Context: an optimization exercise on an open-source flow, tuned for small area and a short achievable clock period. The choices shown serve that exercise and are no tape-out recipe. The RTL of this run was laid out without a check of its function. No activity file was given, so power comes from the tool's default toggle rates.

### flow/design.v
`timescale 1ns / 1ps
module smul(input wire [7:0] a, input wire [7:0] b, output wire [7:0] y);
  wire pp1 = a[0] & b[0];
  wire pp2 = a[0] & b[1];
  wire pp3 = a[0] & b[2];
  wire pp4 = a[0] & b[3];
  wire pp5 = a[0] & b[4];
  wire pp6 = a[0] & b[5];
  wire pp7 = a[0] & b[6];
  wire pp8 = a[0] & b[7];
  wire pp9 = a[1] & b[0];
  wire pp10 = a[1] & b[1];
  wire pp11 = a[1] & b[2];
  wire pp12 = a[1] & b[3];
  wire pp13 = a[1] & b[4];
  wire pp14 = a[1] & b[5];
  wire pp15 = a[1] & b[6];
  wire pp16 = a[2] & b[0];
  wire pp17 = a[2] & b[1];
  wire pp18 = a[2] & b[2];
  wire pp19 = a[2] & b[3];
  wire pp20 = a[2] & b[4];
  wire pp21 = a[2] & b[5];
  wire pp22 = a[3] & b[0];
  wire pp23 = a[3] & b[1];
  wire pp24 = a[3] & b[2];
  wire pp25 = a[3] & b[3];
  wire pp26 = a[3] & b[4];
  wire pp27 = a[4] & b[0];
  wire pp28 = a[4] & b[1];
  wire pp29 = a[4] & b[2];
  wire pp30 = a[4] & b[3];
  wire pp31 = a[5] & b[0];
  wire pp32 = a[5] & b[1];
  wire pp33 = a[5] & b[2];
  wire pp34 = a[6] & b[0];
  wire pp35 = a[6] & b[1];
  wire pp36 = a[7] & b[0];
  wire h39 = pp3 ^ pp10;
  wire s37 = h39 ^ pp16;
  wire c38 = h39 ? pp16 : pp3;
  wire h42 = pp4 ^ pp11;
  wire s40 = h42 ^ pp17;
  wire c41 = h42 ? pp17 : pp4;
  wire h45 = pp22 ^ c38;
  wire s43 = h45 ^ s40;
  wire c44 = h45 ? s40 : pp22;
  wire h48 = pp5 ^ pp12;
  wire s46 = h48 ^ pp18;
  wire c47 = h48 ? pp18 : pp5;
  wire h51 = pp23 ^ pp27;
  wire s49 = h51 ^ c41;
  wire c50 = h51 ? c41 : pp23;
  wire h54 = s46 ^ c44;
  wire s52 = h54 ^ s49;
  wire c53 = h54 ? s49 : s46;
  wire h57 = pp6 ^ pp13;
  wire s55 = h57 ^ pp19;
  wire c56 = h57 ? pp19 : pp6;
  wire h60 = pp24 ^ pp28;
  wire s58 = h60 ^ pp31;
  wire c59 = h60 ? pp31 : pp24;
  wire h63 = c47 ^ s55;
  wire s61 = h63 ^ s58;
  wire c62 = h63 ? s58 : c47;
  wire h66 = c50 ^ s61;
  wire s64 = h66 ^ c53;
  wire c65 = h66 ? c53 : c50;
  wire h69 = pp7 ^ pp14;
  wire s67 = h69 ^ pp20;
  wire c68 = h69 ? pp20 : pp7;
  wire h72 = pp25 ^ pp29;
  wire s70 = h72 ^ pp32;
  wire c71 = h72 ? pp32 : pp25;
  wire h75 = pp34 ^ c56;
  wire s73 = h75 ^ c59;
  wire c74 = h75 ? c59 : pp34;
  wire h78 = s67 ^ s70;
  wire s76 = h78 ^ c62;
  wire c77 = h78 ? c62 : s67;
  wire h81 = s73 ^ s76;
  wire s79 = h81 ^ c65;
  wire c80 = h81 ? c65 : s73;
  wire x82 = pp8 ^ pp15;
  wire x83 = pp21 ^ pp26;
  wire x84 = pp30 ^ pp33;
  wire x85 = pp35 ^ pp36;
  wire x86 = x82 ^ x83;
  wire x87 = x84 ^ x85;
  wire x88 = c68 ^ c71;
  wire x89 = x86 ^ x87;
  wire x90 = x88 ^ x89;
  wire x91 = c74 ^ x90;
  wire x92 = x91 ^ c77;
  wire x93 = x92 ^ c80;
  wire [7:0] rx = {x93, s79, s64, s52, s43, s37, pp2, pp1};
  wire [7:0] ry = {1'b0, 1'b0, 1'b0, 1'b0, 1'b0, 1'b0, pp9, 1'b0};
  assign y = rx + ry;
endmodule
module vdot_tree(input wire [63:0] a, input wire [63:0] b, output wire [7:0] y);
  wire pp1 = a[0] & b[0];
  wire pp2 = a[0] & b[1];
  wire pp3 = a[0] & b[2];
  wire pp4 = a[0] & b[3];
  wire pp5 = a[0] & b[4];
  wire pp6 = a[0] & b[5];
  wire pp7 = a[0] & b[6];
  wire pp8 = a[0] & b[7];
  wire pp9 = a[1] & b[0];
  wire pp10 = a[1] & b[1];
  wire pp11 = a[1] & b[2];
  wire pp12 = a[1] & b[3];
  wire pp13 = a[1] & b[4];
  wire pp14 = a[1] & b[5];
  wire pp15 = a[1] & b[6];
  wire pp16 = a[2] & b[0];
  wire pp17 = a[2] & b[1];
  wire pp18 = a[2] & b[2];
  wire pp19 = a[2] & b[3];
  wire pp20 = a[2] & b[4];
  wire pp21 = a[2] & b[5];
  wire pp22 = a[3] & b[0];
  wire pp23 = a[3] & b[1];
  wire pp24 = a[3] & b[2];
  wire pp25 = a[3] & b[3];
  wire pp26 = a[3] & b[4];
  wire pp27 = a[4] & b[0];
  wire pp28 = a[4] & b[1];
  wire pp29 = a[4] & b[2];
  wire pp30 = a[4] & b[3];
  wire pp31 = a[5] & b[0];
  wire pp32 = a[5] & b[1];
  wire pp33 = a[5] & b[2];
  wire pp34 = a[6] & b[0];
  wire pp35 = a[6] & b[1];
  wire pp36 = a[7] & b[0];
  wire pp37 = a[8] & b[8];
  wire pp38 = a[8] & b[9];
  wire pp39 = a[8] & b[10];
  wire pp40 = a[8] & b[11];
  wire pp41 = a[8] & b[12];
  wire pp42 = a[8] & b[13];
  wire pp43 = a[8] & b[14];
  wire pp44 = a[8] & b[15];
  wire pp45 = a[9] & b[8];
  wire pp46 = a[9] & b[9];
  wire pp47 = a[9] & b[10];
  wire pp48 = a[9] & b[11];
  wire pp49 = a[9] & b[12];
  wire pp50 = a[9] & b[13];
  wire pp51 = a[9] & b[14];
  wire pp52 = a[10] & b[8];
  wire pp53 = a[10] & b[9];
  wire pp54 = a[10] & b[10];
  wire pp55 = a[10] & b[11];
  wire pp56 = a[10] & b[12];
  wire pp57 = a[10] & b[13];
  wire pp58 = a[11] & b[8];
  wire pp59 = a[11] & b[9];
  wire pp60 = a[11] & b[10];
  wire pp61 = a[11] & b[11];
  wire pp62 = a[11] & b[12];
  wire pp63 = a[12] & b[8];
  wire pp64 = a[12] & b[9];
  wire pp65 = a[12] & b[10];
  wire pp66 = a[12] & b[11];
  wire pp67 = a[13] & b[8];
  wire pp68 = a[13] & b[9];
  wire pp69 = a[13] & b[10];
  wire pp70 = a[14] & b[8];
  wire pp71 = a[14] & b[9];
  wire pp72 = a[15] & b[8];
  wire pp73 = a[16] & b[16];
  wire pp74 = a[16] & b[17];
  wire pp75 = a[16] & b[18];
  wire pp76 = a[16] & b[19];
  wire pp77 = a[16] & b[20];
  wire pp78 = a[16] & b[21];
  wire pp79 = a[16] & b[22];
  wire pp80 = a[16] & b[23];
  wire pp81 = a[17] & b[16];
  wire pp82 = a[17] & b[17];
  wire pp83 = a[17] & b[18];
  wire pp84 = a[17] & b[19];
  wire pp85 = a[17] & b[20];
  wire pp86 = a[17] & b[21];
  wire pp87 = a[17] & b[22];
  wire pp88 = a[18] & b[16];
  wire pp89 = a[18] & b[17];
  wire pp90 = a[18] & b[18];
  wire pp91 = a[18] & b[19];
  wire pp92 = a[18] & b[20];
  wire pp93 = a[18] & b[21];
  wire pp94 = a[19] & b[16];
  wire pp95 = a[19] & b[17];
  wire pp96 = a[19] & b[18];
  wire pp97 = a[19] & b[19];
  wire pp98 = a[19] & b[20];
  wire pp99 = a[20] & b[16];
  wire pp100 = a[20] & b[17];
  wire pp101 = a[20] & b[18];
  wire pp102 = a[20] & b[19];
  wire pp103 = a[21] & b[16];
  wire pp104 = a[21] & b[17];
  wire pp105 = a[21] & b[18];
  wire pp106 = a[22] & b[16];
  wire pp107 = a[22] & b[17];
  wire pp108 = a[23] & b[16];
  wire pp109 = a[24] & b[24];
  wire pp110 = a[24] & b[25];
  wire pp111 = a[24] & b[26];
  wire pp112 = a[24] & b[27];
  wire pp113 = a[24] & b[28];
  wire pp114 = a[24] & b[29];
  wire pp115 = a[24] & b[30];
  wire pp116 = a[24] & b[31];
  wire pp117 = a[25] & b[24];
  wire pp118 = a[25] & b[25];
  wire pp119 = a[25] & b[26];
  wire pp120 = a[25] & b[27];
  wire pp121 = a[25] & b[28];
  wire pp122 = a[25] & b[29];
  wire pp123 = a[25] & b[30];
  wire pp124 = a[26] & b[24];
  wire pp125 = a[26] & b[25];
  wire pp126 = a[26] & b[26];
  wire pp127 = a[26] & b[27];
  wire pp128 = a[26] & b[28];
  wire pp129 = a[26] & b[29];
  wire pp130 = a[27] & b[24];
  wire pp131 = a[27] & b[25];
  wire pp132 = a[27] & b[26];
  wire pp133 = a[27] & b[27];
  wire pp134 = a[27] & b[28];
  wire pp135 = a[28] & b[24];
  wire pp136 = a[28] & b[25];
  wire pp137 = a[28] & b[26];
  wire pp138 = a[28] & b[27];
  wire pp139 = a[29] & b[24];
  wire pp140 = a[29] & b[25];
  wire pp141 = a[29] & b[26];
  wire pp142 = a[30] & b[24];
  wire pp143 = a[30] & b[25];
  wire pp144 = a[31] & b[24];
  wire pp145 = a[32] & b[32];
  wire pp146 = a[32] & b[33];
  wire pp147 = a[32] & b[34];
  wire pp148 = a[32] & b[35];
  wire pp149 = a[32] & b[36];
  wire pp150 = a[32] & b[37];
  wire pp151 = a[32] & b[38];
  wire pp152 = a[32] & b[39];
  wire pp153 = a[33] & b[32];
  wire pp154 = a[33] & b[33];
  wire pp155 = a[33] & b[34];
  wire pp156 = a[33] & b[35];
  wire pp157 = a[33] & b[36];
  wire pp158 = a[33] & b[37];
  wire pp159 = a[33] & b[38];
  wire pp160 = a[34] & b[32];
  wire pp161 = a[34] & b[33];
  wire pp162 = a[34] & b[34];
  wire pp163 = a[34] & b[35];
  wire pp164 = a[34] & b[36];
  wire pp165 = a[34] & b[37];
  wire pp166 = a[35] & b[32];
  wire pp167 = a[35] & b[33];
  wire pp168 = a[35] & b[34];
  wire pp169 = a[35] & b[35];
  wire pp170 = a[35] & b[36];
  wire pp171 = a[36] & b[32];
  wire pp172 = a[36] & b[33];
  wire pp173 = a[36] & b[34];
  wire pp174 = a[36] & b[35];
  wire pp175 = a[37] & b[32];
  wire pp176 = a[37] & b[33];
  wire pp177 = a[37] & b[34];
  wire pp178 = a[38] & b[32];
  wire pp179 = a[38] & b[33];
  wire pp180 = a[39] & b[32];
  wire pp181 = a[40] & b[40];
  wire pp182 = a[40] & b[41];
  wire pp183 = a[40] & b[42];
  wire pp184 = a[40] & b[43];
  wire pp185 = a[40] & b[44];
  wire pp186 = a[40] & b[45];
  wire pp187 = a[40] & b[46];
  wire pp188 = a[40] & b[47];
  wire pp189 = a[41] & b[40];
  wire pp190 = a[41] & b[41];
  wire pp191 = a[41] & b[42];
  wire pp192 = a[41] & b[43];
  wire pp193 = a[41] & b[44];
  wire pp194 = a[41] & b[45];
  wire pp195 = a[41] & b[46];
  wire pp196 = a[42] & b[40];
  wire pp197 = a[42] & b[41];
  wire pp198 = a[42] & b[42];
  wire pp199 = a[42] & b[43];
  wire pp200 = a[42] & b[44];
  wire pp201 = a[42] & b[45];
  wire pp202 = a[43] & b[40];
  wire pp203 = a[43] & b[41];
  wire pp204 = a[43] & b[42];
  wire pp205 = a[43] & b[43];
  wire pp206 = a[43] & b[44];
  wire pp207 = a[44] & b[40];
  wire pp208 = a[44] & b[41];
  wire pp209 = a[44] & b[42];
  wire pp210 = a[44] & b[43];
  wire pp211 = a[45] & b[40];
  wire pp212 = a[45] & b[41];
  wire pp213 = a[45] & b[42];
  wire pp214 = a[46] & b[40];
  wire pp215 = a[46] & b[41];
  wire pp216 = a[47] & b[40];
  wire pp217 = a[48] & b[48];
  wire pp218 = a[48] & b[49];
  wire pp219 = a[48] & b[50];
  wire pp220 = a[48] & b[51];
  wire pp221 = a[48] & b[52];
  wire pp222 = a[48] & b[53];
  wire pp223 = a[48] & b[54];
  wire pp224 = a[48] & b[55];
  wire pp225 = a[49] & b[48];
  wire pp226 = a[49] & b[49];
  wire pp227 = a[49] & b[50];
  wire pp228 = a[49] & b[51];
  wire pp229 = a[49] & b[52];
  wire pp230 = a[49] & b[53];
  wire pp231 = a[49] & b[54];
  wire pp232 = a[50] & b[48];
  wire pp233 = a[50] & b[49];
  wire pp234 = a[50] & b[50];
  wire pp235 = a[50] & b[51];
  wire pp236 = a[50] & b[52];
  wire pp237 = a[50] & b[53];
  wire pp238 = a[51] & b[48];
  wire pp239 = a[51] & b[49];
  wire pp240 = a[51] & b[50];
  wire pp241 = a[51] & b[51];
  wire pp242 = a[51] & b[52];
  wire pp243 = a[52] & b[48];
  wire pp244 = a[52] & b[49];
  wire pp245 = a[52] & b[50];
  wire pp246 = a[52] & b[51];
  wire pp247 = a[53] & b[48];
  wire pp248 = a[53] & b[49];
  wire pp249 = a[53] & b[50];
  wire pp250 = a[54] & b[48];
  wire pp251 = a[54] & b[49];
  wire pp252 = a[55] & b[48];
  wire pp253 = a[56] & b[56];
  wire pp254 = a[56] & b[57];
  wire pp255 = a[56] & b[58];
  wire pp256 = a[56] & b[59];
  wire pp257 = a[56] & b[60];
  wire pp258 = a[56] & b[61];
  wire pp259 = a[56] & b[62];
  wire pp260 = a[56] & b[63];
  wire pp261 = a[57] & b[56];
  wire pp262 = a[57] & b[57];
  wire pp263 = a[57] & b[58];
  wire pp264 = a[57] & b[59];
  wire pp265 = a[57] & b[60];
  wire pp266 = a[57] & b[61];
  wire pp267 = a[57] & b[62];
  wire pp268 = a[58] & b[56];
  wire pp269 = a[58] & b[57];
  wire pp270 = a[58] & b[58];
  wire pp271 = a[58] & b[59];
  wire pp272 = a[58] & b[60];
  wire pp273 = a[58] & b[61];
  wire pp274 = a[59] & b[56];
  wire pp275 = a[59] & b[57];
  wire pp276 = a[59] & b[58];
  wire pp277 = a[59] & b[59];
  wire pp278 = a[59] & b[60];
  wire pp279 = a[60] & b[56];
  wire pp280 = a[60] & b[57];
  wire pp281 = a[60] & b[58];
  wire pp282 = a[60] & b[59];
  wire pp283 = a[61] & b[56];
  wire pp284 = a[61] & b[57];
  wire pp285 = a[61] & b[58];
  wire pp286 = a[62] & b[56];
  wire pp287 = a[62] & b[57];
  wire pp288 = a[63] & b[56];
  wire s289 = pp1 ^ pp37 ^ pp73;
  wire c290 = (pp1 & pp37) | (pp1 & pp73) | (pp37 & pp73);
  wire s291 = pp109 ^ pp145 ^ pp181;
  wire c292 = (pp109 & pp145) | (pp109 & pp181) | (pp145 & pp181);
  wire s293 = pp217 ^ pp253 ^ s289;
  wire c294 = (pp217 & pp253) | (pp217 & s289) | (pp253 & s289);
  wire s295 = pp2 ^ pp9 ^ pp38;
  wire c296 = (pp2 & pp9) | (pp2 & pp38) | (pp9 & pp38);
  wire s297 = pp45 ^ pp74 ^ pp81;
  wire c298 = (pp45 & pp74) | (pp45 & pp81) | (pp74 & pp81);
  wire s299 = pp110 ^ pp117 ^ pp146;
  wire c300 = (pp110 & pp117) | (pp110 & pp146) | (pp117 & pp146);
  wire s301 = pp153 ^ pp182 ^ pp189;
  wire c302 = (pp153 & pp182) | (pp153 & pp189) | (pp182 & pp189);
  wire s303 = pp218 ^ pp225 ^ pp254;
  wire c304 = (pp218 & pp225) | (pp218 & pp254) | (pp225 & pp254);
  wire s305 = pp261 ^ c290 ^ c292;
  wire c306 = (pp261 & c290) | (pp261 & c292) | (c290 & c292);
  wire s307 = s295 ^ s297 ^ s299;
  wire c308 = (s295 & s297) | (s295 & s299) | (s297 & s299);
  wire h311 = s301 ^ s303;
  wire s309 = h311 ^ c294;
  wire c310 = h311 ? c294 : s301;
  wire h314 = s305 ^ s307;
  wire s312 = h314 ^ s309;
  wire c313 = h314 ? s309 : s305;
  wire s315 = pp3 ^ pp10 ^ pp16;
  wire c316 = (pp3 & pp10) | (pp3 & pp16) | (pp10 & pp16);
  wire s317 = pp39 ^ pp46 ^ pp52;
  wire c318 = (pp39 & pp46) | (pp39 & pp52) | (pp46 & pp52);
  wire s319 = pp75 ^ pp82 ^ pp88;
  wire c320 = (pp75 & pp82) | (pp75 & pp88) | (pp82 & pp88);
  wire s321 = pp111 ^ pp118 ^ pp124;
  wire c322 = (pp111 & pp118) | (pp111 & pp124) | (pp118 & pp124);
  wire s323 = pp147 ^ pp154 ^ pp160;
  wire c324 = (pp147 & pp154) | (pp147 & pp160) | (pp154 & pp160);
  wire s325 = pp183 ^ pp190 ^ pp196;
  wire c326 = (pp183 & pp190) | (pp183 & pp196) | (pp190 & pp196);
  wire s327 = pp219 ^ pp226 ^ pp232;
  wire c328 = (pp219 & pp226) | (pp219 & pp232) | (pp226 & pp232);
  wire s329 = pp255 ^ pp262 ^ pp268;
  wire c330 = (pp255 & pp262) | (pp255 & pp268) | (pp262 & pp268);
  wire s331 = c296 ^ c298 ^ c300;
  wire c332 = (c296 & c298) | (c296 & c300) | (c298 & c300);
  wire s333 = c302 ^ c304 ^ s315;
  wire c334 = (c302 & c304) | (c302 & s315) | (c304 & s315);
  wire s335 = s317 ^ s319 ^ s321;
  wire c336 = (s317 & s319) | (s317 & s321) | (s319 & s321);
  wire s337 = s323 ^ s325 ^ s327;
  wire c338 = (s323 & s325) | (s323 & s327) | (s325 & s327);
  wire h341 = s329 ^ c306;
  wire s339 = h341 ^ c308;
  wire c340 = h341 ? c308 : s329;
  wire h344 = s331 ^ s333;
  wire s342 = h344 ^ s335;
  wire c343 = h344 ? s335 : s331;
  wire h347 = s337 ^ c310;
  wire s345 = h347 ^ s339;
  wire c346 = h347 ? s339 : s337;
  wire h350 = s342 ^ c313;
  wire s348 = h350 ^ s345;
  wire c349 = h350 ? s345 : s342;
  wire s351 = pp4 ^ pp11 ^ pp17;
  wire c352 = (pp4 & pp11) | (pp4 & pp17) | (pp11 & pp17);
  wire s353 = pp22 ^ pp40 ^ pp47;
  wire c354 = (pp22 & pp40) | (pp22 & pp47) | (pp40 & pp47);
  wire s355 = pp53 ^ pp58 ^ pp76;
  wire c356 = (pp53 & pp58) | (pp53 & pp76) | (pp58 & pp76);
  wire s357 = pp83 ^ pp89 ^ pp94;
  wire c358 = (pp83 & pp89) | (pp83 & pp94) | (pp89 & pp94);
  wire s359 = pp112 ^ pp119 ^ pp125;
  wire c360 = (pp112 & pp119) | (pp112 & pp125) | (pp119 & pp125);
  wire s361 = pp130 ^ pp148 ^ pp155;
  wire c362 = (pp130 & pp148) | (pp130 & pp155) | (pp148 & pp155);
  wire s363 = pp161 ^ pp166 ^ pp184;
  wire c364 = (pp161 & pp166) | (pp161 & pp184) | (pp166 & pp184);
  wire s365 = pp191 ^ pp197 ^ pp202;
  wire c366 = (pp191 & pp197) | (pp191 & pp202) | (pp197 & pp202);
  wire s367 = pp220 ^ pp227 ^ pp233;
  wire c368 = (pp220 & pp227) | (pp220 & pp233) | (pp227 & pp233);
  wire s369 = pp238 ^ pp256 ^ pp263;
  wire c370 = (pp238 & pp256) | (pp238 & pp263) | (pp256 & pp263);
  wire s371 = pp269 ^ pp274 ^ c316;
  wire c372 = (pp269 & pp274) | (pp269 & c316) | (pp274 & c316);
  wire s373 = c318 ^ c320 ^ c322;
  wire c374 = (c318 & c320) | (c318 & c322) | (c320 & c322);
  wire s375 = c324 ^ c326 ^ c328;
  wire c376 = (c324 & c326) | (c324 & c328) | (c326 & c328);
  wire s377 = c330 ^ s351 ^ s353;
  wire c378 = (c330 & s351) | (c330 & s353) | (s351 & s353);
  wire s379 = s355 ^ s357 ^ s359;
  wire c380 = (s355 & s357) | (s355 & s359) | (s357 & s359);
  wire s381 = s361 ^ s363 ^ s365;
  wire c382 = (s361 & s363) | (s361 & s365) | (s363 & s365);
  wire h385 = s367 ^ s369;
  wire s383 = h385 ^ c332;
  wire c384 = h385 ? c332 : s367;
  wire h388 = c334 ^ c336;
  wire s386 = h388 ^ c338;
  wire c387 = h388 ? c338 : c334;
  wire h391 = s371 ^ s373;
  wire s389 = h391 ^ s375;
  wire c390 = h391 ? s375 : s371;
  wire h394 = s377 ^ s379;
  wire s392 = h394 ^ s381;
  wire c393 = h394 ? s381 : s377;
  wire h397 = c340 ^ s383;
  wire s395 = h397 ^ c343;
  wire c396 = h397 ? c343 : c340;
  wire h400 = s386 ^ s389;
  wire s398 = h400 ^ s392;
  wire c399 = h400 ? s392 : s386;
  wire h403 = c346 ^ s395;
  wire s401 = h403 ^ s398;
  wire c402 = h403 ? s398 : c346;
  wire s404 = pp5 ^ pp12 ^ pp18;
  wire c405 = (pp5 & pp12) | (pp5 & pp18) | (pp12 & pp18);
  wire s406 = pp23 ^ pp27 ^ pp41;
  wire c407 = (pp23 & pp27) | (pp23 & pp41) | (pp27 & pp41);
  wire s408 = pp48 ^ pp54 ^ pp59;
  wire c409 = (pp48 & pp54) | (pp48 & pp59) | (pp54 & pp59);
  wire s410 = pp63 ^ pp77 ^ pp84;
  wire c411 = (pp63 & pp77) | (pp63 & pp84) | (pp77 & pp84);
  wire s412 = pp90 ^ pp95 ^ pp99;
  wire c413 = (pp90 & pp95) | (pp90 & pp99) | (pp95 & pp99);
  wire s414 = pp113 ^ pp120 ^ pp126;
  wire c415 = (pp113 & pp120) | (pp113 & pp126) | (pp120 & pp126);
  wire s416 = pp131 ^ pp135 ^ pp149;
  wire c417 = (pp131 & pp135) | (pp131 & pp149) | (pp135 & pp149);
  wire s418 = pp156 ^ pp162 ^ pp167;
  wire c419 = (pp156 & pp162) | (pp156 & pp167) | (pp162 & pp167);
  wire s420 = pp171 ^ pp185 ^ pp192;
  wire c421 = (pp171 & pp185) | (pp171 & pp192) | (pp185 & pp192);
  wire s422 = pp198 ^ pp203 ^ pp207;
  wire c423 = (pp198 & pp203) | (pp198 & pp207) | (pp203 & pp207);
  wire s424 = pp221 ^ pp228 ^ pp234;
  wire c425 = (pp221 & pp228) | (pp221 & pp234) | (pp228 & pp234);
  wire s426 = pp239 ^ pp243 ^ pp257;
  wire c427 = (pp239 & pp243) | (pp239 & pp257) | (pp243 & pp257);
  wire s428 = pp264 ^ pp270 ^ pp275;
  wire c429 = (pp264 & pp270) | (pp264 & pp275) | (pp270 & pp275);
  wire s430 = pp279 ^ c352 ^ c354;
  wire c431 = (pp279 & c352) | (pp279 & c354) | (c352 & c354);
  wire s432 = c356 ^ c358 ^ c360;
  wire c433 = (c356 & c358) | (c356 & c360) | (c358 & c360);
  wire s434 = c362 ^ c364 ^ c366;
  wire c435 = (c362 & c364) | (c362 & c366) | (c364 & c366);
  wire s436 = c368 ^ c370 ^ s404;
  wire c437 = (c368 & c370) | (c368 & s404) | (c370 & s404);
  wire s438 = s406 ^ s408 ^ s410;
  wire c439 = (s406 & s408) | (s406 & s410) | (s408 & s410);
  wire s440 = s412 ^ s414 ^ s416;
  wire c441 = (s412 & s414) | (s412 & s416) | (s414 & s416);
  wire s442 = s418 ^ s420 ^ s422;
  wire c443 = (s418 & s420) | (s418 & s422) | (s420 & s422);
  wire s444 = s424 ^ s426 ^ s428;
  wire c445 = (s424 & s426) | (s424 & s428) | (s426 & s428);
  wire h448 = c372 ^ c374;
  wire s446 = h448 ^ c376;
  wire c447 = h448 ? c376 : c372;
  wire h451 = c378 ^ c380;
  wire s449 = h451 ^ c382;
  wire c450 = h451 ? c382 : c378;
  wire h454 = s430 ^ s432;
  wire s452 = h454 ^ s434;
  wire c453 = h454 ? s434 : s430;
  wire h457 = s436 ^ s438;
  wire s455 = h457 ^ s440;
  wire c456 = h457 ? s440 : s436;
  wire h460 = s442 ^ s444;
  wire s458 = h460 ^ c384;
  wire c459 = h460 ? c384 : s442;
  wire h463 = c387 ^ c390;
  wire s461 = h463 ^ s446;
  wire c462 = h463 ? s446 : c387;
  wire h466 = c393 ^ s449;
  wire s464 = h466 ^ s452;
  wire c465 = h466 ? s452 : c393;
  wire h469 = s455 ^ s458;
  wire s467 = h469 ^ c396;
  wire c468 = h469 ? c396 : s455;
  wire h472 = s461 ^ c399;
  wire s470 = h472 ^ s464;
  wire c471 = h472 ? s464 : s461;
  wire h475 = s467 ^ s470;
  wire s473 = h475 ^ c402;
  wire c474 = h475 ? c402 : s467;
  wire s476 = pp6 ^ pp13 ^ pp19;
  wire c477 = (pp6 & pp13) | (pp6 & pp19) | (pp13 & pp19);
  wire s478 = pp24 ^ pp28 ^ pp31;
  wire c479 = (pp24 & pp28) | (pp24 & pp31) | (pp28 & pp31);
  wire s480 = pp42 ^ pp49 ^ pp55;
  wire c481 = (pp42 & pp49) | (pp42 & pp55) | (pp49 & pp55);
  wire s482 = pp60 ^ pp64 ^ pp67;
  wire c483 = (pp60 & pp64) | (pp60 & pp67) | (pp64 & pp67);
  wire s484 = pp78 ^ pp85 ^ pp91;
  wire c485 = (pp78 & pp85) | (pp78 & pp91) | (pp85 & pp91);
  wire s486 = pp96 ^ pp100 ^ pp103;
  wire c487 = (pp96 & pp100) | (pp96 & pp103) | (pp100 & pp103);
  wire s488 = pp114 ^ pp121 ^ pp127;
  wire c489 = (pp114 & pp121) | (pp114 & pp127) | (pp121 & pp127);
  wire s490 = pp132 ^ pp136 ^ pp139;
  wire c491 = (pp132 & pp136) | (pp132 & pp139) | (pp136 & pp139);
  wire s492 = pp150 ^ pp157 ^ pp163;
  wire c493 = (pp150 & pp157) | (pp150 & pp163) | (pp157 & pp163);
  wire s494 = pp168 ^ pp172 ^ pp175;
  wire c495 = (pp168 & pp172) | (pp168 & pp175) | (pp172 & pp175);
  wire s496 = pp186 ^ pp193 ^ pp199;
  wire c497 = (pp186 & pp193) | (pp186 & pp199) | (pp193 & pp199);
  wire s498 = pp204 ^ pp208 ^ pp211;
  wire c499 = (pp204 & pp208) | (pp204 & pp211) | (pp208 & pp211);
  wire s500 = pp222 ^ pp229 ^ pp235;
  wire c501 = (pp222 & pp229) | (pp222 & pp235) | (pp229 & pp235);
  wire s502 = pp240 ^ pp244 ^ pp247;
  wire c503 = (pp240 & pp244) | (pp240 & pp247) | (pp244 & pp247);
  wire s504 = pp258 ^ pp265 ^ pp271;
  wire c505 = (pp258 & pp265) | (pp258 & pp271) | (pp265 & pp271);
  wire s506 = pp276 ^ pp280 ^ pp283;
  wire c507 = (pp276 & pp280) | (pp276 & pp283) | (pp280 & pp283);
  wire s508 = c405 ^ c407 ^ c409;
  wire c509 = (c405 & c407) | (c405 & c409) | (c407 & c409);
  wire s510 = c411 ^ c413 ^ c415;
  wire c511 = (c411 & c413) | (c411 & c415) | (c413 & c415);
  wire s512 = c417 ^ c419 ^ c421;
  wire c513 = (c417 & c419) | (c417 & c421) | (c419 & c421);
  wire s514 = c423 ^ c425 ^ c427;
  wire c515 = (c423 & c425) | (c423 & c427) | (c425 & c427);
  wire s516 = c429 ^ s476 ^ s478;
  wire c517 = (c429 & s476) | (c429 & s478) | (s476 & s478);
  wire s518 = s480 ^ s482 ^ s484;
  wire c519 = (s480 & s482) | (s480 & s484) | (s482 & s484);
  wire s520 = s486 ^ s488 ^ s490;
  wire c521 = (s486 & s488) | (s486 & s490) | (s488 & s490);
  wire s522 = s492 ^ s494 ^ s496;
  wire c523 = (s492 & s494) | (s492 & s496) | (s494 & s496);
  wire s524 = s498 ^ s500 ^ s502;
  wire c525 = (s498 & s500) | (s498 & s502) | (s500 & s502);
  wire h528 = s504 ^ s506;
  wire s526 = h528 ^ c431;
  wire c527 = h528 ? c431 : s504;
  wire h531 = c433 ^ c435;
  wire s529 = h531 ^ c437;
  wire c530 = h531 ? c437 : c433;
  wire h534 = c439 ^ c441;
  wire s532 = h534 ^ c443;
  wire c533 = h534 ? c443 : c439;
  wire h537 = c445 ^ s508;
  wire s535 = h537 ^ s510;
  wire c536 = h537 ? s510 : c445;
  wire h540 = s512 ^ s514;
  wire s538 = h540 ^ s516;
  wire c539 = h540 ? s516 : s512;
  wire h543 = s518 ^ s520;
  wire s541 = h543 ^ s522;
  wire c542 = h543 ? s522 : s518;
  wire h546 = s524 ^ c447;
  wire s544 = h546 ^ c450;
  wire c545 = h546 ? c450 : s524;
  wire h549 = c453 ^ s526;
  wire s547 = h549 ^ c456;
  wire c548 = h549 ? c456 : c453;
  wire h552 = s529 ^ s532;
  wire s550 = h552 ^ s535;
  wire c551 = h552 ? s535 : s529;
  wire h555 = s538 ^ s541;
  wire s553 = h555 ^ c459;
  wire c554 = h555 ? c459 : s538;
  wire h558 = c462 ^ c465;
  wire s556 = h558 ^ s544;
  wire c557 = h558 ? s544 : c462;
  wire h561 = s547 ^ s550;
  wire s559 = h561 ^ s553;
  wire c560 = h561 ? s553 : s547;
  wire h564 = c468 ^ s556;
  wire s562 = h564 ^ c471;
  wire c563 = h564 ? c471 : c468;
  wire h567 = s559 ^ s562;
  wire s565 = h567 ^ c474;
  wire c566 = h567 ? c474 : s559;
  wire h570 = pp7 ^ pp14;
  wire s568 = h570 ^ pp20;
  wire c569 = h570 ? pp20 : pp7;
  wire h573 = pp25 ^ pp29;
  wire s571 = h573 ^ pp32;
  wire c572 = h573 ? pp32 : pp25;
  wire h576 = pp34 ^ pp43;
  wire s574 = h576 ^ pp50;
  wire c575 = h576 ? pp50 : pp34;
  wire h579 = pp56 ^ pp61;
  wire s577 = h579 ^ pp65;
  wire c578 = h579 ? pp65 : pp56;
  wire h582 = pp68 ^ pp70;
  wire s580 = h582 ^ pp79;
  wire c581 = h582 ? pp79 : pp68;
  wire h585 = pp86 ^ pp92;
  wire s583 = h585 ^ pp97;
  wire c584 = h585 ? pp97 : pp86;
  wire h588 = pp101 ^ pp104;
  wire s586 = h588 ^ pp106;
  wire c587 = h588 ? pp106 : pp101;
  wire h591 = pp115 ^ pp122;
  wire s589 = h591 ^ pp128;
  wire c590 = h591 ? pp128 : pp115;
  wire h594 = pp133 ^ pp137;
  wire s592 = h594 ^ pp140;
  wire c593 = h594 ? pp140 : pp133;
  wire h597 = pp142 ^ pp151;
  wire s595 = h597 ^ pp158;
  wire c596 = h597 ? pp158 : pp142;
  wire h600 = pp164 ^ pp169;
  wire s598 = h600 ^ pp173;
  wire c599 = h600 ? pp173 : pp164;
  wire h603 = pp176 ^ pp178;
  wire s601 = h603 ^ pp187;
  wire c602 = h603 ? pp187 : pp176;
  wire h606 = pp194 ^ pp200;
  wire s604 = h606 ^ pp205;
  wire c605 = h606 ? pp205 : pp194;
  wire h609 = pp209 ^ pp212;
  wire s607 = h609 ^ pp214;
  wire c608 = h609 ? pp214 : pp209;
  wire h612 = pp223 ^ pp230;
  wire s610 = h612 ^ pp236;
  wire c611 = h612 ? pp236 : pp223;
  wire h615 = pp241 ^ pp245;
  wire s613 = h615 ^ pp248;
  wire c614 = h615 ? pp248 : pp241;
  wire h618 = pp250 ^ pp259;
  wire s616 = h618 ^ pp266;
  wire c617 = h618 ? pp266 : pp250;
  wire h621 = pp272 ^ pp277;
  wire s619 = h621 ^ pp281;
  wire c620 = h621 ? pp281 : pp272;
  wire h624 = pp284 ^ pp286;
  wire s622 = h624 ^ c477;
  wire c623 = h624 ? c477 : pp284;
  wire h627 = c479 ^ c481;
  wire s625 = h627 ^ c483;
  wire c626 = h627 ? c483 : c479;
  wire h630 = c485 ^ c487;
  wire s628 = h630 ^ c489;
  wire c629 = h630 ? c489 : c485;
  wire h633 = c491 ^ c493;
  wire s631 = h633 ^ c495;
  wire c632 = h633 ? c495 : c491;
  wire h636 = c497 ^ c499;
  wire s634 = h636 ^ c501;
  wire c635 = h636 ? c501 : c497;
  wire h639 = c503 ^ c505;
  wire s637 = h639 ^ c507;
  wire c638 = h639 ? c507 : c503;
  wire h642 = s568 ^ s571;
  wire s640 = h642 ^ s574;
  wire c641 = h642 ? s574 : s568;
  wire h645 = s577 ^ s580;
  wire s643 = h645 ^ s583;
  wire c644 = h645 ? s583 : s577;
  wire h648 = s586 ^ s589;
  wire s646 = h648 ^ s592;
  wire c647 = h648 ? s592 : s586;
  wire h651 = s595 ^ s598;
  wire s649 = h651 ^ s601;
  wire c650 = h651 ? s601 : s595;
  wire h654 = s604 ^ s607;
  wire s652 = h654 ^ s610;
  wire c653 = h654 ? s610 : s604;
  wire h657 = s613 ^ s616;
  wire s655 = h657 ^ s619;
  wire c656 = h657 ? s619 : s613;
  wire h660 = c509 ^ c511;
  wire s658 = h660 ^ c513;
  wire c659 = h660 ? c513 : c509;
  wire h663 = c515 ^ c517;
  wire s661 = h663 ^ c519;
  wire c662 = h663 ? c519 : c515;
  wire h666 = c521 ^ c523;
  wire s664 = h666 ^ c525;
  wire c665 = h666 ? c525 : c521;
  wire h669 = s622 ^ s625;
  wire s667 = h669 ^ s628;
  wire c668 = h669 ? s628 : s622;
  wire h672 = s631 ^ s634;
  wire s670 = h672 ^ s637;
  wire c671 = h672 ? s637 : s631;
  wire h675 = s640 ^ s643;
  wire s673 = h675 ^ s646;
  wire c674 = h675 ? s646 : s640;
  wire h678 = s649 ^ s652;
  wire s676 = h678 ^ s655;
  wire c677 = h678 ? s655 : s649;
  wire h681 = c527 ^ c530;
  wire s679 = h681 ^ c533;
  wire c680 = h681 ? c533 : c527;
  wire h684 = c536 ^ s658;
  wire s682 = h684 ^ c539;
  wire c683 = h684 ? c539 : c536;
  wire h687 = c542 ^ s661;
  wire s685 = h687 ^ s664;
  wire c686 = h687 ? s664 : c542;
  wire h690 = s667 ^ s670;
  wire s688 = h690 ^ s673;
  wire c689 = h690 ? s673 : s667;
  wire h693 = s676 ^ c545;
  wire s691 = h693 ^ c548;
  wire c692 = h693 ? c548 : s676;
  wire h696 = c551 ^ s679;
  wire s694 = h696 ^ s682;
  wire c695 = h696 ? s682 : c551;
  wire h699 = s685 ^ s688;
  wire s697 = h699 ^ c554;
  wire c698 = h699 ? c554 : s685;
  wire h702 = c557 ^ s691;
  wire s700 = h702 ^ s694;
  wire c701 = h702 ? s694 : c557;
  wire h705 = c560 ^ s697;
  wire s703 = h705 ^ c563;
  wire c704 = h705 ? c563 : c560;
  wire h708 = s700 ^ s703;
  wire s706 = h708 ^ c566;
  wire c707 = h708 ? c566 : s700;
  wire x709 = pp8 ^ pp15;
  wire x710 = pp21 ^ pp26;
  wire x711 = pp30 ^ pp33;
  wire x712 = pp35 ^ pp36;
  wire x713 = pp44 ^ pp51;
  wire x714 = pp57 ^ pp62;
  wire x715 = pp66 ^ pp69;
  wire x716 = pp71 ^ pp72;
  wire x717 = pp80 ^ pp87;
  wire x718 = pp93 ^ pp98;
  wire x719 = pp102 ^ pp105;
  wire x720 = pp107 ^ pp108;
  wire x721 = pp116 ^ pp123;
  wire x722 = pp129 ^ pp134;
  wire x723 = pp138 ^ pp141;
  wire x724 = pp143 ^ pp144;
  wire x725 = pp152 ^ pp159;
  wire x726 = pp165 ^ pp170;
  wire x727 = pp174 ^ pp177;
  wire x728 = pp179 ^ pp180;
  wire x729 = pp188 ^ pp195;
  wire x730 = pp201 ^ pp206;
  wire x731 = pp210 ^ pp213;
  wire x732 = pp215 ^ pp216;
  wire x733 = pp224 ^ pp231;
  wire x734 = pp237 ^ pp242;
  wire x735 = pp246 ^ pp249;
  wire x736 = pp251 ^ pp252;
  wire x737 = pp260 ^ pp267;
  wire x738 = pp273 ^ pp278;
  wire x739 = pp282 ^ pp285;
  wire x740 = pp287 ^ pp288;
  wire x741 = x709 ^ x710;
  wire x742 = x711 ^ x712;
  wire x743 = x713 ^ x714;
  wire x744 = x715 ^ x716;
  wire x745 = x717 ^ x718;
  wire x746 = x719 ^ x720;
  wire x747 = x721 ^ x722;
  wire x748 = x723 ^ x724;
  wire x749 = x725 ^ x726;
  wire x750 = x727 ^ x728;
  wire x751 = x729 ^ x730;
  wire x752 = x731 ^ x732;
  wire x753 = x733 ^ x734;
  wire x754 = x735 ^ x736;
  wire x755 = x737 ^ x738;
  wire x756 = x739 ^ x740;
  wire x757 = c569 ^ c572;
  wire x758 = c575 ^ c578;
  wire x759 = c581 ^ c584;
  wire x760 = c587 ^ c590;
  wire x761 = c593 ^ c596;
  wire x762 = c599 ^ c602;
  wire x763 = c605 ^ c608;
  wire x764 = c611 ^ c614;
  wire x765 = c617 ^ c620;
  wire x766 = x741 ^ x742;
  wire x767 = x743 ^ x744;
  wire x768 = x745 ^ x746;
  wire x769 = x747 ^ x748;
  wire x770 = x749 ^ x750;
  wire x771 = x751 ^ x752;
  wire x772 = x753 ^ x754;
  wire x773 = x755 ^ x756;
  wire x774 = x757 ^ x758;
  wire x775 = x759 ^ x760;
  wire x776 = x761 ^ x762;
  wire x777 = x763 ^ x764;
  wire x778 = x765 ^ x766;
  wire x779 = x767 ^ x768;
  wire x780 = x769 ^ x770;
  wire x781 = x771 ^ x772;
  wire x782 = x773 ^ c623;
  wire x783 = c626 ^ c629;
  wire x784 = c632 ^ c635;
  wire x785 = c638 ^ c641;
  wire x786 = c644 ^ c647;
  wire x787 = c650 ^ c653;
  wire x788 = c656 ^ x774;
  wire x789 = x775 ^ x776;
  wire x790 = x777 ^ x778;
  wire x791 = x779 ^ x780;
  wire x792 = x781 ^ x782;
  wire x793 = x783 ^ x784;
  wire x794 = x785 ^ x786;
  wire x795 = x787 ^ x788;
  wire x796 = x789 ^ x790;
  wire x797 = x791 ^ c659;
  wire x798 = c662 ^ c665;
  wire x799 = c668 ^ c671;
  wire x800 = x792 ^ x793;
  wire x801 = c674 ^ c677;
  wire x802 = x794 ^ x795;
  wire x803 = x796 ^ x797;
  wire x804 = x798 ^ x799;
  wire x805 = x800 ^ x801;
  wire x806 = x802 ^ c680;
  wire x807 = x803 ^ c683;
  wire x808 = c686 ^ x804;
  wire x809 = c689 ^ x805;
  wire x810 = x806 ^ x807;
  wire x811 = x808 ^ x809;
  wire x812 = c692 ^ x810;
  wire x813 = c695 ^ x811;
  wire x814 = x812 ^ x813;
  wire x815 = c698 ^ c701;
  wire x816 = x814 ^ x815;
  wire x817 = c704 ^ x816;
  wire x818 = x817 ^ c707;
  wire [7:0] rx = {x818, s706, s565, s473, c349, s348, s312, s291};
  wire [7:0] ry = {1'b0, 1'b0, 1'b0, 1'b0, s401, 1'b0, 1'b0, s293};
  assign y = rx + ry;
endmodule
`timescale 1ns / 1ps
module CPU( input clk,
	input rst,
	input wire [31:0] inst,
	input wire [63:0]	main_memory_input_data_path,
	output reg[63:0] main_memory_output_data_path,
	output wire[31:0] pc_inst_addr,
	output wire		Vector_Write_Access,
	output wire		Memory_Write_Access,
	output wire		Load_Vector_Flag,
	output wire 		Load_Word_Flag,
	output wire[11:0]	Main_Memory_Address
	);
	wire [5:0] op  = inst[31:26];
	wire [4:0] rd  = inst[25:21];
	wire [4:0] rs1 = inst[20:16];
	wire [4:0] rs2 = inst[15:11];
	wire [7:0] imm = inst[15:8];
	wire [63:0] mem = main_memory_input_data_path;
	wire op_add  = op == 6'b000000;
	wire op_sub  = op == 6'b000001;
	wire op_mul  = op == 6'b000010;
	wire op_and  = op == 6'b000100;
	wire op_or   = op == 6'b000101;
	wire op_xor  = op == 6'b000110;
	wire op_sll  = op == 6'b001000;
	wire op_srl  = op == 6'b001001;
	wire op_slt  = op == 6'b001010;
	wire op_seq  = op == 6'b001011;
	wire op_addi = op == 6'b001101;
	wire op_andi = op == 6'b001110;
	wire op_xori = op == 6'b001111;
	wire op_slti = op == 6'b101000;
	wire op_vadd = op == 6'b010000;
	wire op_vsub = op == 6'b010001;
	wire op_vdot = op == 6'b010010;
	wire op_lw   = op == 6'b100101;
	wire op_lv   = op == 6'b101101;
	wire op_sw   = op == 6'b100110;
	wire op_sv   = op == 6'b101110;
	wire op_rar  = op == 6'b101111;
	wire op_raw  = op == 6'b101100;
	wire op_beq  = op == 6'b100011;
	wire op_bgt  = op == 6'b011111;
	wire op_jmp  = op == 6'b110000;
	assign Load_Word_Flag      = op_lw | op_rar;
	assign Load_Vector_Flag    = op_lv | op_rar;
	assign Memory_Write_Access = op_sw | op_raw;
	assign Vector_Write_Access = op_sv | op_raw;
	assign Main_Memory_Address = inst[11:0];
	wire imm_sel = op_addi | op_andi | op_xori | op_slti | op_beq | op_bgt;
	wire s_we = op_add | op_sub | op_mul | op_and | op_or | op_xor | op_sll | op_srl |
	            op_slt | op_seq | op_addi | op_andi | op_xori | op_slti | op_lw;
	wire v_we = op_vadd | op_vsub | op_vdot | op_lv;
	reg [7:0]  R [0:30];
	reg [63:0] V [0:2];
	reg [31:0] T;
	reg [31:0] PC;
	assign pc_inst_addr = PC;
	wire [255:0] rf;
	genvar g;
	generate
		for (g = 0; g < 31; g = g + 1) begin : rf_flat
			assign rf[8*g +: 8] = R[g];
		end
	endgenerate
	assign rf[255:248] = 8'd0;
	function [7:0] rdmux(input [255:0] x, input [4:0] s);
		reg [63:0] l1;
		reg [15:0] l2;
		integer q;
		begin
			for (q = 0; q < 8; q = q + 1)
				case (s[1:0])
					2'd0: l1[8*q +: 8] = x[32*q +: 8];
					2'd1: l1[8*q +: 8] = x[32*q + 8 +: 8];
					2'd2: l1[8*q +: 8] = x[32*q + 16 +: 8];
					default: l1[8*q +: 8] = x[32*q + 24 +: 8];
				endcase
			for (q = 0; q < 2; q = q + 1)
				case (s[3:2])
					2'd0: l2[8*q +: 8] = l1[32*q +: 8];
					2'd1: l2[8*q +: 8] = l1[32*q + 8 +: 8];
					2'd2: l2[8*q +: 8] = l1[32*q + 16 +: 8];
					default: l2[8*q +: 8] = l1[32*q + 24 +: 8];
				endcase
			rdmux = s[4] ? l2[15:8] : l2[7:0];
		end
	endfunction
	wire [7:0] A = rdmux(rf, rs1);
	wire [7:0] B = rdmux(rf, rs2);
	wire nva = op_sw | op_raw;
	wire [63:0] VA = (V[0] & {64{rs1 == 5'd0 && !nva}}) |
	                 (V[1] & {64{rs1 == 5'd1 && !nva}}) |
	                 (V[2] & {64{rs1 == 5'd2 && !nva}});
	wire [63:0] VB = (V[0] & {64{rs2 == 5'd0}}) |
	                 (V[1] & {64{rs2 == 5'd1}}) |
	                 (V[2] & {64{rs2 == 5'd2}});
	always @(*) begin
		main_memory_output_data_path = VA;
		main_memory_output_data_path[7:0] = VA[7:0] | (A & {8{op_sw}}) | (PC[7:0] & {8{op_raw}});
		main_memory_output_data_path[31:8] = VA[31:8] | (PC[31:8] & {24{op_raw}});
	end
	wire [7:0] B2 = imm_sel ? imm : B;
	wire do_sub = !(op_add | op_addi);
	wire [7:0] b2x = B2 ^ {8{do_sub}};
	reg [8:0] dc;
	reg [7:0] diff;
	integer d;
	always @(*) begin
		dc[0] = do_sub;
		for (d = 0; d < 8; d = d + 1) begin
			diff[d] = A[d] ^ b2x[d] ^ dc[d];
			dc[d+1] = (A[d] ^ b2x[d]) ? dc[d] : A[d];
		end
	end
	wire lt = !dc[8];                 
	wire eq = (A == B2);
	wire [7:0] prod;
	smul u_mul(.a(A), .b(B), .y(prod));
	wire [7:0] shl = (B[7:3] != 5'd0) ? 8'd0 : (A << B[2:0]);
	wire [7:0] shr = (B[7:3] != 5'd0) ? 8'd0 : (A >> B[2:0]);
	reg [7:0] alu;
	always @(*) begin
		alu = 8'd0;
		if (op_add | op_addi | op_sub) alu = diff;
		if (op_mul)                    alu = prod;
		if (op_and | op_andi)          alu = A & B2;
		if (op_or)                     alu = A | B2;
		if (op_xor | op_xori)          alu = A ^ B2;
		if (op_sll)                    alu = shl;
		if (op_srl)                    alu = shr;
		if (op_slt | op_slti)          alu = {7'd0, lt};
		if (op_seq)                    alu = {7'd0, eq};
	end
	wire [7:0] s_wdata = op_lw ? mem[7:0] : alu;
	reg [63:0] vaddsub;
	wire [7:0] dot;
	vdot_tree u_dot(.a(VA), .b(VB), .y(dot));
	integer k, m;
	reg [8:0] cy;
	reg [7:0] bb;
	always @(*) begin
		for (k = 0; k < 8; k = k + 1) begin
			bb = VB[8*k +: 8] ^ {8{op_vsub}};
			cy[0] = op_vsub;
			for (m = 0; m < 8; m = m + 1) begin
				vaddsub[8*k+m] = VA[8*k+m] ^ bb[m] ^ cy[m];
				cy[m+1] = (VA[8*k+m] ^ bb[m]) ? cy[m] : VA[8*k+m];
			end
		end
	end
	wire [63:0] v_wdata = op_lv ? mem : (op_vdot ? {56'd0, dot} : vaddsub);
	wire taken = (op_beq & !eq) | (op_bgt & !lt & !eq);
	always @(posedge clk) begin
		if (rst) PC <= 32'd0;
		else if (op_jmp) PC <= {6'd0, inst[25:0]};
		else if (taken) PC <= T;
		else PC <= PC + 32'd4;
	end
	always @(posedge clk)
		if (op_rar) T <= mem[31:0];
	integer j;
	always @(posedge clk) begin
		for (j = 0; j < 31; j = j + 1)
			if (s_we && rd == j) R[j] <= s_wdata;
		for (j = 0; j < 3; j = j + 1)
			if (v_we && rd == j) V[j] <= v_wdata;
	end
endmodule
### flow/flow/run.sh
#!/bin/bash
set -euo pipefail
bash standard.sh "BUFFER_PORTS_ARGS=-buffer_cell sky130_fd_sc_hd__buf_2" \
  "CTS_ARGS=-sink_clustering_enable -repair_clock_nets -dont_use_dummy_load -buf_list {sky130_fd_sc_hd__clkbuf_2 sky130_fd_sc_hd__clkbuf_4 sky130_fd_sc_hd__clkbuf_8}" \
  finish > standard_flow.log 2>&1
### flow/standard.sh
#!/bin/bash
# synth_recipe.tcl (not shown) runs the flow's synth.tcl, then flattens the netlist and writes it again
# the make line also repeats each setting of config.mk as NAME=value (left out here)
make -C /OpenROAD-flow-scripts/flow DESIGN_CONFIG=/design/flow/config.mk WORK_HOME=/design/flow/orfs CLKGATE_MAP_FILE= SYNTH_SCRIPT=/design/flow/synth_recipe.tcl "${@:-finish}"
### flow/config.mk
export PLATFORM = sky130hd
export DESIGN_NAME = CPU
export DESIGN_NICKNAME = CPU
export VERILOG_FILES = /design/flow/design.v
export SDC_FILE = /design/flow/constraint.sdc
export NUM_CORES = 4
export LEC_CHECK = 0
export ABC_AREA = 1
export CAP_MARGIN = 20
export CORE_MARGIN = 2
export CORE_UTILIZATION = 40
export SETUP_SLACK_MARGIN = 5
export SLEW_MARGIN = 20
### flow/constraint.sdc
create_clock -name core_clock -period 12.0 [get_ports {clk}]
set_input_delay 2.4000 -clock core_clock [delete_from_list [all_inputs] [get_ports {clk}]]
set_output_delay 2.4000 -clock core_clock [all_outputs]
set_load 0.01 [all_outputs]
==> results.txt <==
status=complete, no violations; max layer used=met5; antenna viol nets, final=0; wire per inst=roughly 24 µm; crit path max fanout=6; row cnt=between 100 and 150; crit path launch=inst[15]; Startpoint Class=primary input; Crit. End Element=register; metal3 WL=19,000 µm; number of synthesized flops with an enable pin=approximately 470; r2r setup slk=7.09 ns; unrepaired setup endpoints after global routing=yes; syn avg cell area=approximately 7.6 µm²; Reg clk slew, reported paths=around 0.050 ns; H-tree lvl count=3; Pre-antenna DRT Iters=9; chip height=around 320 µm; slew at the pin closest to its max-slew limit=between 1 and 1.5 ns; met1 WL=approximately 65,000 µm; max frequency=142 MHz; Hold Path Class=reg2reg; Netlist cell types=between 60 and 70; WL final=between 150,000 and 200,000 µm; Tot Pwr=4.24 mW; synthesis-to-finish area growth=21.6%; reg2reg path depth=21; Clock Sinks=roughly 500; PwrDens=about 87 nW/µm²; crit path DAT=about 7.6 ns; hpwl dp=between 100,000 and 150,000 µm; DRT iter0 DRCs=between 4,000 and 5,000; CTS Buffer Depth=3; synth warn=3; max cap viols=0; mapped cell area=between 30,000 and 40,000 µm²; post-synth net total=5,436; sequential fraction of the synthesis area=0.371; leakage power=between 20 and 25 nW; Synth Register Bits=around 500; most common cell after layout, fill and taps aside=nand2_1; Top-Level Pins=210; all-layer global routing usage=0.314; worst hold slack=about 0.46 ns; Via density=~5.8; reg2reg start=PC[4]$_SDFF_PP0_; total die area=102,000 µm²; routability cong.=between 0.9 and 1; initial antenna violation count=6; WL met2=slightly below 80,000 µm; FF+latch area=14,800 µm²; Initial Util=0.405; Top cell by count, worst path=nand2_2; relative slew slack=0.244; layout cells sized above 1=0.211; final hold violations=0; clock latency on the worst-skew pair=~0.81 ns; Setup crit end=V[1][6]$_DFFE_PP_; reg-to-reg endpoint=PC[31]$_SDFF_PP0_; root buf cell=clkbuf_8; commonest cells after routing, fill and taps aside=1,694 x nand2_1, 536 x inv_1, 472 x edfxtp_1; die width=320 µm; routed vias=40,300; Crit-path slowest cell=fa_1; Min Clock Period, post-route=approximately 7.0 ns; final setup TNS=0 ns; Multi-input gate area=~23,000 µm²; PortBufs=between 200 and 250; CTS buffer count=94; # placed instances=6,583; GR Overflow Total=0; Setup violations, final=0; asr flop ratio synth=0; non-filler instance count after layout=approximately 7,000; TritonCTS clock tree=yes; required time of the critical path=12.56 ns; max incr delay on CP=approximately 0.57 ns; vias in the first global route=37,100; pin count of the biggest net entering global routing=between 90 and 100; kind of critical path=in2reg; Hold-fix buffers, CTS=0; Post-Syn Instances=between 5,000 and 6,000; Remaining DRCs=0; skew final=about 0.10 ns; max-slew violations=0; nets=5,915; first-pass GRT wire length=between 200,000 and 250,000 µm; FILL cells=9,520; Core Area=roughly 99,000 µm²; top_reg_cell synth=edfxtp_1; final worst-path cycle share=0.586; maximum VDD drop=a little over 0.00008 V
-- cell families after synthesis --
group	Yosys count	share of synthesized area
flip-flops	504	0.371
XOR/XNOR	285	0.0629
buffers and inverters	848	0.0935
AO/OA/AOI/OAI	692	0.104
adder cells (fa/ha/maj)	109	0.0500
multiplexers	2	0.000501
AND/OR/NAND/NOR	2791	0.318
-- repair_timing --
item | CTS | global route
setup buffers | 147 | 122
setup endpoints to repair | 331 | 151
pin swaps | 71 | 158
gates resized for setup | 228 | 258
gates cloned | 31 | 18
-- registers in the layout (all words and copies together) (netlist names) --
name and cells:
R 248, V 192, T 32, PC 32
-- synthesized netlist by cell type (all sizes together), types with 10 or more instances --
cell	number	share of area
a21boi	19	0.0036
a21oi	97	0.013
a31oi	10	0.0016
buf	146	0.027
clkbuf	52	0.0050
clkinv	12	0.0011
dfxtp	32	0.016
edfxtp	472	0.35
fa	85	0.043
ha	22	0.0069
inv	638	0.060
nand2	1822	0.18
nand3	448	0.070
nand4	189	0.033
nor2	263	0.030
nor3	25	0.0031
o2111ai	12	0.0026
o211ai	102	0.020
o21ai	358	0.046
o21bai	20	0.0038
o221ai	23	0.0050
o22ai	23	0.0036
or2	27	0.0042
xnor2	62	0.014
xor2	223	0.049
-- stage by stage --
stage          worst slack [ns]  utilization  instance area, µm²
2_1_floorplan              4.92            -               40100
3_3_place_gp               2.80        0.424               41900
3_5_place_dp               2.77        0.424               41900
4_1_cts                    5.00        0.468               46200
5_1_grt                    4.75        0.492               48600
6_report                   4.97        0.492               48600
-- critical path: cells and delay by family --
family	cells	cell delay, ns
simple gates	15	1.56
fa+ha+maj	2	1.14
buf+inv	9	1.10
xor+xnor	5	1.02
compound gates	2	0.33
-- metal layers --
layer,GRT usage,up-vias
li1,-,18300
met5,0,-
met3,0.0536,513
met2,0.510,2370
met1,0.410,19100
met4,0.138,4
-- layout make-up --
class	count	share of cell area
multi-input combinational	3894	0.472
sequential	504	0.305
timing repair buffer	564	0.110
inverter	650	0.0523
tap	1287	0.0331
clock buffer	94	0.0266
timing repair inverter	2	0.000489
antenna	5	0.000257
-- worst min path at each step --
stage / start / depth (start not counted) / to / slack, ns
2_1_floorplan: T[13]$_DFFE_PP_ / 2 / PC[13]$_SDFF_PP0_ / 0.45
3_3_place_gp: T[13]$_DFFE_PP_ / 2 / PC[13]$_SDFF_PP0_ / 0.46
3_5_place_dp: T[13]$_DFFE_PP_ / 2 / PC[13]$_SDFF_PP0_ / 0.46
4_1_cts: T[19]$_DFFE_PP_ / 2 / PC[19]$_SDFF_PP0_ / 0.43
5_1_grt: T[19]$_DFFE_PP_ / 2 / PC[19]$_SDFF_PP0_ / 0.45
6_report: T[19]$_DFFE_PP_ / 2 / PC[19]$_SDFF_PP0_ / 0.46
-- power breakdown --
part	leakage (nW)	internal, mW	switching, mW
registers	4.61	1.95	0.00708
clock network	0.676	0.683	0.704
logic	16.8	0.287	0.604

==> static timing again, ports no longer ideal <==
In the flow no input, the clock included, has a driving cell. The finished layout below was timed again as built, in two steps. Step 1, drivers: a clkbuf_16 drives clk and a buf_2 each remaining input, both assumed. Step 2 also shifts input and output timing later by t, the mid clock arrival at the registers, as if the neighbouring blocks saw the same clock. a / b / c = ideal / step 1 / step 2; a / b = the first two.
t, ns: 0.797
slack for setup (ns): 4.972 / 4.905 / 4.172
hold WS [ns]: 0.457 / 0.457 / 0.457
worst setup path after step 2: input to register
pins driven straight from the clock port: 1
After both steps setup and hold are still met in this run. For this run, drivers alone change the setup slack by -0.067 ns; drivers and shift together by -0.800 ns.
